Source: an optimization exercise on an open RTL-to-GDS flow (aim: small area and a short achievable clock period). Production flows keep margins and buffers that such runs may drop.
Function was checked by simulation only, so behaviour that the tests miss may differ from the original.
Power figures rest on the tool's default switching activity, not on a simulated workload.

==> job 2211 <==
## fir_top
module fir_top (
    input          rst,
    input          clk,
    input  [255:0] coeff_vector,
    input  [15:0]  data_in,
    input          sample_en,
    output [15:0]  data_out,
    output         sample_valid,
    output         overflow
);
export LEC_CHECK = 0
export ABC_AREA = 1
export CAP_MARGIN = 20
export CELL_PAD_IN_SITES_DETAIL_PLACEMENT = 1
export CELL_PAD_IN_SITES_GLOBAL_PLACEMENT = 1
export CORE_MARGIN = 2
export CORE_UTILIZATION = 30
export PLACE_DENSITY = 0.55
export SLEW_MARGIN = 20
create_clock -name core_clock -period 16.0 [get_ports {clk}]
standard.sh (not shown) runs the stock make flow with config.mk's settings and CLKGATE_MAP_FILE= SYNTH_SCRIPT=/design/flow/synth_recipe.tcl, a recipe that flattens the netlist after the stock synthesis.
==> flow/flow/run.sh <==
#!/bin/bash
set -euo pipefail
bash standard.sh SETUP_SLACK_MARGIN=10 finish > standard_flow.log 2>&1
==> inputs of job 6153, as changes to job 2211 <==
==> flow/flow/run.sh (replaced) <==
#!/bin/bash
set -euo pipefail
bash standard.sh SETUP_SLACK_MARGIN=9.6 finish > standard_flow.log 2>&1
- CORE_UTILIZATION: 30 -> 40
- CTS_CLUSTER_DIAMETER: unset -> 120
- CTS_CLUSTER_SIZE: unset -> 16
==> summary of the runs <==
- In synthesized cell count, job 2211 and job 6153 do not differ.
- Routed wire length: job 6153 is larger than job 2211 (4.5%).
- Final cell count: job 6153 is smaller than job 2211 (7.9%).
- In job 2211 the fmax is higher than in job 6153, by about 1.7%.

* * *

==> wip/juniper: inputs <==
Another version of the RTL of fir_top (not shown whole).
Settings: LEC_CHECK=0, ABC_AREA=1, CAP_MARGIN=20, CELL_PAD_IN_SITES_DETAIL_PLACEMENT=1, CELL_PAD_IN_SITES_GLOBAL_PLACEMENT=1, CORE_MARGIN=2, CORE_UTILIZATION=40, PLACE_DENSITY=0.55, SLEW_MARGIN=20; clock period 16.0 ns.
==> flow/flow/run.sh <==
#!/bin/bash
set -euo pipefail
bash standard.sh SETUP_SLACK_MARGIN=10 finish > standard_flow.log 2>&1
==> wip/ember: changes against wip/juniper <==
--- a/flow/design.v
+++ b/flow/design.v
@@ -7229,38 +7229,73 @@
     assign {t0_c318, t0_s317} = 1'b1 + as1[33] + ac1[33];
     wire t0_s319, t0_c320;
     assign {t0_c320, t0_s319} = as1[34] + ac1[34];
     wire t0_s321, t0_c322;
     assign {t0_c322, t0_s321} = 1'b1 + as1[35] + ac1[35];
     wire [35:0] s0 = {t0_c320, t0_c318, t0_c316, t0_c314, t0_c310, t0_c306, t0_c300, t0_c294, t0_c286, t0_c278, t0_c268, t0_c258, t0_c246, t0_c234, t0_c220, t0_c206, t0_c192, t0_c176, t0_c160, t0_c144, t0_c128, t0_c112, t0_c98, t0_c84, t0_c72, t0_c60, t0_c50, t0_c40, t0_c32, t0_c24, t0_c18, t0_c12, t0_c8, t0_c4, p0_0_1, p0_0_0};
     wire [35:0] c0s = {t0_s321, t0_s319, t0_s317, t0_s315, t0_s313, t0_s309, t0_s305, t0_s299, t0_s293, t0_s285, t0_s277, t0_s267, t0_s257, t0_s245, t0_s233, t0_s219, t0_s205, t0_s191, t0_s175, t0_s159, t0_s143, t0_s127, t0_s111, t0_s97, t0_s83, t0_s71, t0_s59, t0_s49, t0_s39, t0_s31, t0_s23, t0_s17, t0_s11, t0_s7, t0_s3, t0_s1};
     wire [35:0] a0s_d;
-    wire [5:0] a0g_d, a0p_d;
+    wire [8:0] a0g_d, a0p_d;
     wire [35:0] pr0 = s0 ^ c0s;
-    assign {a0g_d[0], a0s_d[5:0]} = s0[5:0] + c0s[5:0];
-    assign a0p_d[0] = &pr0[5:0];
-    assign {a0g_d[1], a0s_d[11:6]} = s0[11:6] + c0s[11:6];
-    assign a0p_d[1] = &pr0[11:6];
-    assign {a0g_d[2], a0s_d[17:12]} = s0[17:12] + c0s[17:12];
-    assign a0p_d[2] = &pr0[17:12];
-    assign {a0g_d[3], a0s_d[23:18]} = s0[23:18] + c0s[23:18];
-    assign a0p_d[3] = &pr0[23:18];
-    assign {a0g_d[4], a0s_d[29:24]} = s0[29:24] + c0s[29:24];
-    assign a0p_d[4] = &pr0[29:24];
-    assign {a0g_d[5], a0s_d[35:30]} = s0[35:30] + c0s[35:30];
-    assign a0p_d[5] = &pr0[35:30];
+    assign {a0g_d[0], a0s_d[3:0]} = s0[3:0] + c0s[3:0];
+    assign a0p_d[0] = &pr0[3:0];
+    assign {a0g_d[1], a0s_d[7:4]} = s0[7:4] + c0s[7:4];
+    assign a0p_d[1] = &pr0[7:4];
+    assign {a0g_d[2], a0s_d[11:8]} = s0[11:8] + c0s[11:8];
+    assign a0p_d[2] = &pr0[11:8];
+    assign {a0g_d[3], a0s_d[15:12]} = s0[15:12] + c0s[15:12];
+    assign a0p_d[3] = &pr0[15:12];
+    assign {a0g_d[4], a0s_d[19:16]} = s0[19:16] + c0s[19:16];
+    assign a0p_d[4] = &pr0[19:16];
+    assign {a0g_d[5], a0s_d[23:20]} = s0[23:20] + c0s[23:20];
+    assign a0p_d[5] = &pr0[23:20];
+    assign {a0g_d[6], a0s_d[27:24]} = s0[27:24] + c0s[27:24];
+    assign a0p_d[6] = &pr0[27:24];
+    assign {a0g_d[7], a0s_d[31:28]} = s0[31:28] + c0s[31:28];
+    assign a0p_d[7] = &pr0[31:28];
+    assign {a0g_d[8], a0s_d[35:32]} = s0[35:32] + c0s[35:32];
+    assign a0p_d[8] = &pr0[35:32];
     reg [35:0] a0s;
-    reg [5:0] a0g, a0p;
+    reg [8:0] a0g, a0p;
     always @(posedge clk)
-        if (rst) begin a0s <= 36'h0; a0g <= 6'h0; a0p <= 6'h0; end
+        if (rst) begin a0s <= 36'h0; a0g <= 9'h0; a0p <= 9'h0; end
         else if (sample_en) begin a0s <= a0s_d; a0g <= a0g_d; a0p <= a0p_d; end
-    wire [5:0] bcin;
+    wire [8:0] bcin;
     assign bcin[0] = 1'b0;
-    assign bcin[1] = a0g[0] | (a0p[0] & bcin[0]);
-    assign bcin[2] = a0g[1] | (a0p[1] & bcin[1]);
-    assign bcin[3] = a0g[2] | (a0p[2] & bcin[2]);
-    assign bcin[4] = a0g[3] | (a0p[3] & bcin[3]);
-    assign bcin[5] = a0g[4] | (a0p[4] & bcin[4]);
-    wire [35:0] a0 = {a0s[35] ^ (bcin[5] & (&a0s[34:30])), a0s[34] ^ (bcin[5] & (&a0s[33:30])), a0s[33] ^ (bcin[5] & (&a0s[32:30])), a0s[32] ^ (bcin[5] & (&a0s[31:30])), a0s[31] ^ (bcin[5] & (&a0s[30:30])), a0s[30] ^ bcin[5], a0s[29] ^ (bcin[4] & (&a0s[28:24])), a0s[28] ^ (bcin[4] & (&a0s[27:24])), a0s[27] ^ (bcin[4] & (&a0s[26:24])), a0s[26] ^ (bcin[4] & (&a0s[25:24])), a0s[25] ^ (bcin[4] & (&a0s[24:24])), a0s[24] ^ bcin[4], a0s[23] ^ (bcin[3] & (&a0s[22:18])), a0s[22] ^ (bcin[3] & (&a0s[21:18])), a0s[21] ^ (bcin[3] & (&a0s[20:18])), a0s[20] ^ (bcin[3] & (&a0s[19:18])), a0s[19] ^ (bcin[3] & (&a0s[18:18])), a0s[18] ^ bcin[3], a0s[17] ^ (bcin[2] & (&a0s[16:12])), a0s[16] ^ (bcin[2] & (&a0s[15:12])), a0s[15] ^ (bcin[2] & (&a0s[14:12])), a0s[14] ^ (bcin[2] & (&a0s[13:12])), a0s[13] ^ (bcin[2] & (&a0s[12:12])), a0s[12] ^ bcin[2], a0s[11] ^ (bcin[1] & (&a0s[10:6])), a0s[10] ^ (bcin[1] & (&a0s[9:6])), a0s[9] ^ (bcin[1] & (&a0s[8:6])), a0s[8] ^ (bcin[1] & (&a0s[7:6])), a0s[7] ^ (bcin[1] & (&a0s[6:6])), a0s[6] ^ bcin[1], a0s[5] ^ (bcin[0] & (&a0s[4:0])), a0s[4] ^ (bcin[0] & (&a0s[3:0])), a0s[3] ^ (bcin[0] & (&a0s[2:0])), a0s[2] ^ (bcin[0] & (&a0s[1:0])), a0s[1] ^ (bcin[0] & (&a0s[0:0])), a0s[0] ^ bcin[0]};
+    wire bG0_1 = a0g[1] | (a0p[1] & a0g[0]);
+    wire bP0_1 = a0p[1] & a0p[0];
+    wire bG0_3 = a0g[3] | (a0p[3] & a0g[2]);
+    wire bP0_3 = a0p[3] & a0p[2];
+    wire bG0_5 = a0g[5] | (a0p[5] & a0g[4]);
+    wire bP0_5 = a0p[5] & a0p[4];
+    wire bG0_7 = a0g[7] | (a0p[7] & a0g[6]);
+    wire bP0_7 = a0p[7] & a0p[6];
+    wire bG1_2 = a0g[2] | (a0p[2] & bG0_1);
+    wire bP1_2 = a0p[2] & bP0_1;
+    wire bG1_3 = bG0_3 | (bP0_3 & bG0_1);
+    wire bP1_3 = bP0_3 & bP0_1;
+    wire bG1_6 = a0g[6] | (a0p[6] & bG0_5);
+    wire bP1_6 = a0p[6] & bP0_5;
+    wire bG1_7 = bG0_7 | (bP0_7 & bG0_5);
+    wire bP1_7 = bP0_7 & bP0_5;
+    wire bG2_4 = a0g[4] | (a0p[4] & bG1_3);
+    wire bP2_4 = a0p[4] & bP1_3;
+    wire bG2_5 = bG0_5 | (bP0_5 & bG1_3);
+    wire bP2_5 = bP0_5 & bP1_3;
+    wire bG2_6 = bG1_6 | (bP1_6 & bG1_3);
+    wire bP2_6 = bP1_6 & bP1_3;
+    wire bG2_7 = bG1_7 | (bP1_7 & bG1_3);
+    wire bP2_7 = bP1_7 & bP1_3;
+    wire bG3_8 = a0g[8] | (a0p[8] & bG2_7);
+    wire bP3_8 = a0p[8] & bP2_7;
+    assign bcin[1] = a0g[0];
+    assign bcin[2] = bG0_1;
+    assign bcin[3] = bG1_2;
+    assign bcin[4] = bG1_3;
+    assign bcin[5] = bG2_4;
+    assign bcin[6] = bG2_5;
+    assign bcin[7] = bG2_6;
+    assign bcin[8] = bG2_7;
+    wire [35:0] a0 = {a0s[35] ^ (bcin[8] & (&a0s[34:32])), a0s[34] ^ (bcin[8] & (&a0s[33:32])), a0s[33] ^ (bcin[8] & (&a0s[32:32])), a0s[32] ^ bcin[8], a0s[31] ^ (bcin[7] & (&a0s[30:28])), a0s[30] ^ (bcin[7] & (&a0s[29:28])), a0s[29] ^ (bcin[7] & (&a0s[28:28])), a0s[28] ^ bcin[7], a0s[27] ^ (bcin[6] & (&a0s[26:24])), a0s[26] ^ (bcin[6] & (&a0s[25:24])), a0s[25] ^ (bcin[6] & (&a0s[24:24])), a0s[24] ^ bcin[6], a0s[23] ^ (bcin[5] & (&a0s[22:20])), a0s[22] ^ (bcin[5] & (&a0s[21:20])), a0s[21] ^ (bcin[5] & (&a0s[20:20])), a0s[20] ^ bcin[5], a0s[19] ^ (bcin[4] & (&a0s[18:16])), a0s[18] ^ (bcin[4] & (&a0s[17:16])), a0s[17] ^ (bcin[4] & (&a0s[16:16])), a0s[16] ^ bcin[4], a0s[15] ^ (bcin[3] & (&a0s[14:12])), a0s[14] ^ (bcin[3] & (&a0s[13:12])), a0s[13] ^ (bcin[3] & (&a0s[12:12])), a0s[12] ^ bcin[3], a0s[11] ^ (bcin[2] & (&a0s[10:8])), a0s[10] ^ (bcin[2] & (&a0s[9:8])), a0s[9] ^ (bcin[2] & (&a0s[8:8])), a0s[8] ^ bcin[2], a0s[7] ^ (bcin[1] & (&a0s[6:4])), a0s[6] ^ (bcin[1] & (&a0s[5:4])), a0s[5] ^ (bcin[1] & (&a0s[4:4])), a0s[4] ^ bcin[1], a0s[3] ^ (bcin[0] & (&a0s[2:0])), a0s[2] ^ (bcin[0] & (&a0s[1:0])), a0s[1] ^ (bcin[0] & (&a0s[0:0])), a0s[0] ^ bcin[0]};
     assign data_out = a0[29:14];
     assign overflow = ~(&a0[35:29] | ~|a0[35:29]);
 endmodule
==> flow/flow/run.sh (replaced) <==
#!/bin/bash
set -euo pipefail
bash standard.sh SETUP_SLACK_MARGIN=9.7 finish > standard_flow.log 2>&1
--- a/flow/config.mk
+++ b/flow/config.mk
@@ -6,10 +6,12 @@
 export NUM_CORES = 4
 export LEC_CHECK = 0
 export ABC_AREA = 1
 export CAP_MARGIN = 20
 export CELL_PAD_IN_SITES_DETAIL_PLACEMENT = 1
 export CELL_PAD_IN_SITES_GLOBAL_PLACEMENT = 1
 export CORE_MARGIN = 2
 export CORE_UTILIZATION = 40
+export CTS_CLUSTER_DIAMETER = 100
+export CTS_CLUSTER_SIZE = 14
 export PLACE_DENSITY = 0.55
 export SLEW_MARGIN = 20
==> summary.txt <==
- wip/ember finished with timing, DRC and antenna clean. wip/juniper completed with no timing, DRC or antenna violations.
- In wip/juniper the clock skew is lower than in wip/ember, by 0.019 ns.
- Between wip/ember and wip/juniper, the lower non-clock buffer count is in wip/ember (gap 65).
- Between wip/ember and wip/juniper, the lower first-iteration DRC count is in wip/juniper (gap 17%, measured against wip/juniper).
- Against wip/juniper, the sequential share of layout area of wip/ember is higher by 0.48 points.
- In wip/juniper the flip-flop and latch count is lower than in wip/ember, by 6.
- Total power: wip/juniper is larger than wip/ember (3.7%).
- Hold slack: wip/juniper is worse than wip/ember (0.0013 ns).
- Via count is about the same in wip/ember and wip/juniper.

* * *

==> job 5034 <==
fir_top, a different RTL version from the one above (not shown whole).
export LEC_CHECK = 0
export CAP_MARGIN = 20
export CELL_PAD_IN_SITES_DETAIL_PLACEMENT = 1
export CELL_PAD_IN_SITES_GLOBAL_PLACEMENT = 1
export CORE_MARGIN = 2
export CORE_UTILIZATION = 40
export PLACE_DENSITY = 0.55
export SLEW_MARGIN = 20
create_clock -name core_clock -period 16.0 [get_ports {clk}]
==> flow/flow/run.sh <==
#!/bin/bash
set -euo pipefail
bash standard.sh SETUP_SLACK_MARGIN=9 finish > standard_flow.log 2>&1
==> job 3928: changes against job 5034 <==
--- a/flow/config.mk
+++ b/flow/config.mk
@@ -6,4 +6,5 @@
 export NUM_CORES = 4
 export LEC_CHECK = 0
+export ABC_AREA = 1
 export CAP_MARGIN = 20
 export CELL_PAD_IN_SITES_DETAIL_PLACEMENT = 1
==> job 5024: changes against job 5034 <==
==> flow/run.sh (new file) <==
#!/bin/bash
# synth_recipe.tcl (not shown) runs the flow's synth.tcl, then flattens the netlist and writes it again
# the make line also repeats each setting of config.mk as NAME=value (left out here)
make -C /OpenROAD-flow-scripts/flow DESIGN_CONFIG=/design/flow/config.mk WORK_HOME=/design/flow/orfs CLKGATE_MAP_FILE= SYNTH_SCRIPT=/design/flow/synth_recipe.tcl finish
--- a/flow/config.mk
+++ b/flow/config.mk
@@ -12,3 +12,4 @@
 export CORE_UTILIZATION = 40
 export PLACE_DENSITY = 0.55
+export SETUP_SLACK_MARGIN = 0.5
 export SLEW_MARGIN = 20
removed: flow/flow/run.sh
removed: flow/standard.sh
==> summary.txt <==
Clock Power: job 5024 0.00360 W; job 5034 0.00354 W; job 3928 0.00342 W
Wire length of the first global-routing pass: job 5024 915000 microns; job 5034 933000 microns; job 3928 965000 microns
Adder-cell share of the synthesized area: job 5024 32.8%; job 5034 32.8%; job 3928 36.3%
Delay of the slowest cell on the worst path: job 5024 0.68 ns; job 5034 0.55 ns; job 3928 0.52 ns
Sequential Area: job 5024 0.0204 sq mm; job 5034 0.0204 sq mm; job 3928 0.0204 sq mm
Status: job 5024 complete, no violations; job 5034 complete, no violations; job 3928 complete, no violations
Post-CTS repair timing setup buffer count: job 5024 0; job 5034 2; job 3928 27
Buffer count excluding the clock tree in the final layout: job 5024 797; job 5034 810; job 3928 937
Critical path fanouts, max: job 5024 86; job 5034 101; job 3928 85
Crit path buf inv count: job 5024 3; job 5034 4; job 3928 4
Min-delay src: job 5024 vs1[30]$_SDFFE_PP1P_; job 5034 vc12[14]$_SDFFE_PP0P_; job 3928 vc1[23]$_SDFFE_PP0P_
Mean post-synth cell area: job 5024 8.30 sq um; job 5034 8.30 sq um; job 3928 8.31 sq um
PostCTS Resize Cnt: job 5024 0; job 5034 131; job 3928 251
Combinational logic power: job 5024 0.0195 W; job 5034 0.0201 W; job 3928 0.0192 W
Critical path depth: job 5024 12; job 5034 14; job 3928 13
Tap Cells: job 5024 4773; job 5034 4773; job 3928 4325

## separate check: timing with driven ports
How much do the figures lean on ideal ports? The routed layouts below were timed once more, with nothing changed but the port constraints.
Step 1, drivers: a clkbuf_16 drives clk and a buf_2 each remaining input, both assumed.
Step 2 moves the port delays by t, midway between the first and last clock arrival at a register: inputs arrive t later, outputs are due t later. That takes back most of the time a late clock gives input paths.
Three values: ideal, step 1, step 2; two values: the first two.
run	shift t [ns]	setup WS [ns]	latest minus earliest clock arrival (ns)	cell pins on the clock port's net
job 2211	1.046	9.541 / 9.589 / 8.542	0.136 / 0.135	1
job 6153	0.989	9.432 / 9.493 / 8.504	0.115 / 0.115	1
wip/juniper	0.995	9.281 / 9.333 / 8.338	0.100 / 0.100	1
wip/ember	1.034	9.517 / 9.557 / 8.524	0.120 / 0.119	1
job 5034	0.998	8.988 / 8.887 / 8.014	0.042 / 0.042	1
job 3928	0.988	8.994 / 8.717 / 7.729	0.087 / 0.088	1
job 5024	0.978	8.129 / 8.181 / 7.203	0.059 / 0.059	1
After both steps every run listed still meets setup and hold. The setup slack of job 3928, which loses most, moves by -0.277 ns with the drivers and by -1.265 ns with both steps.
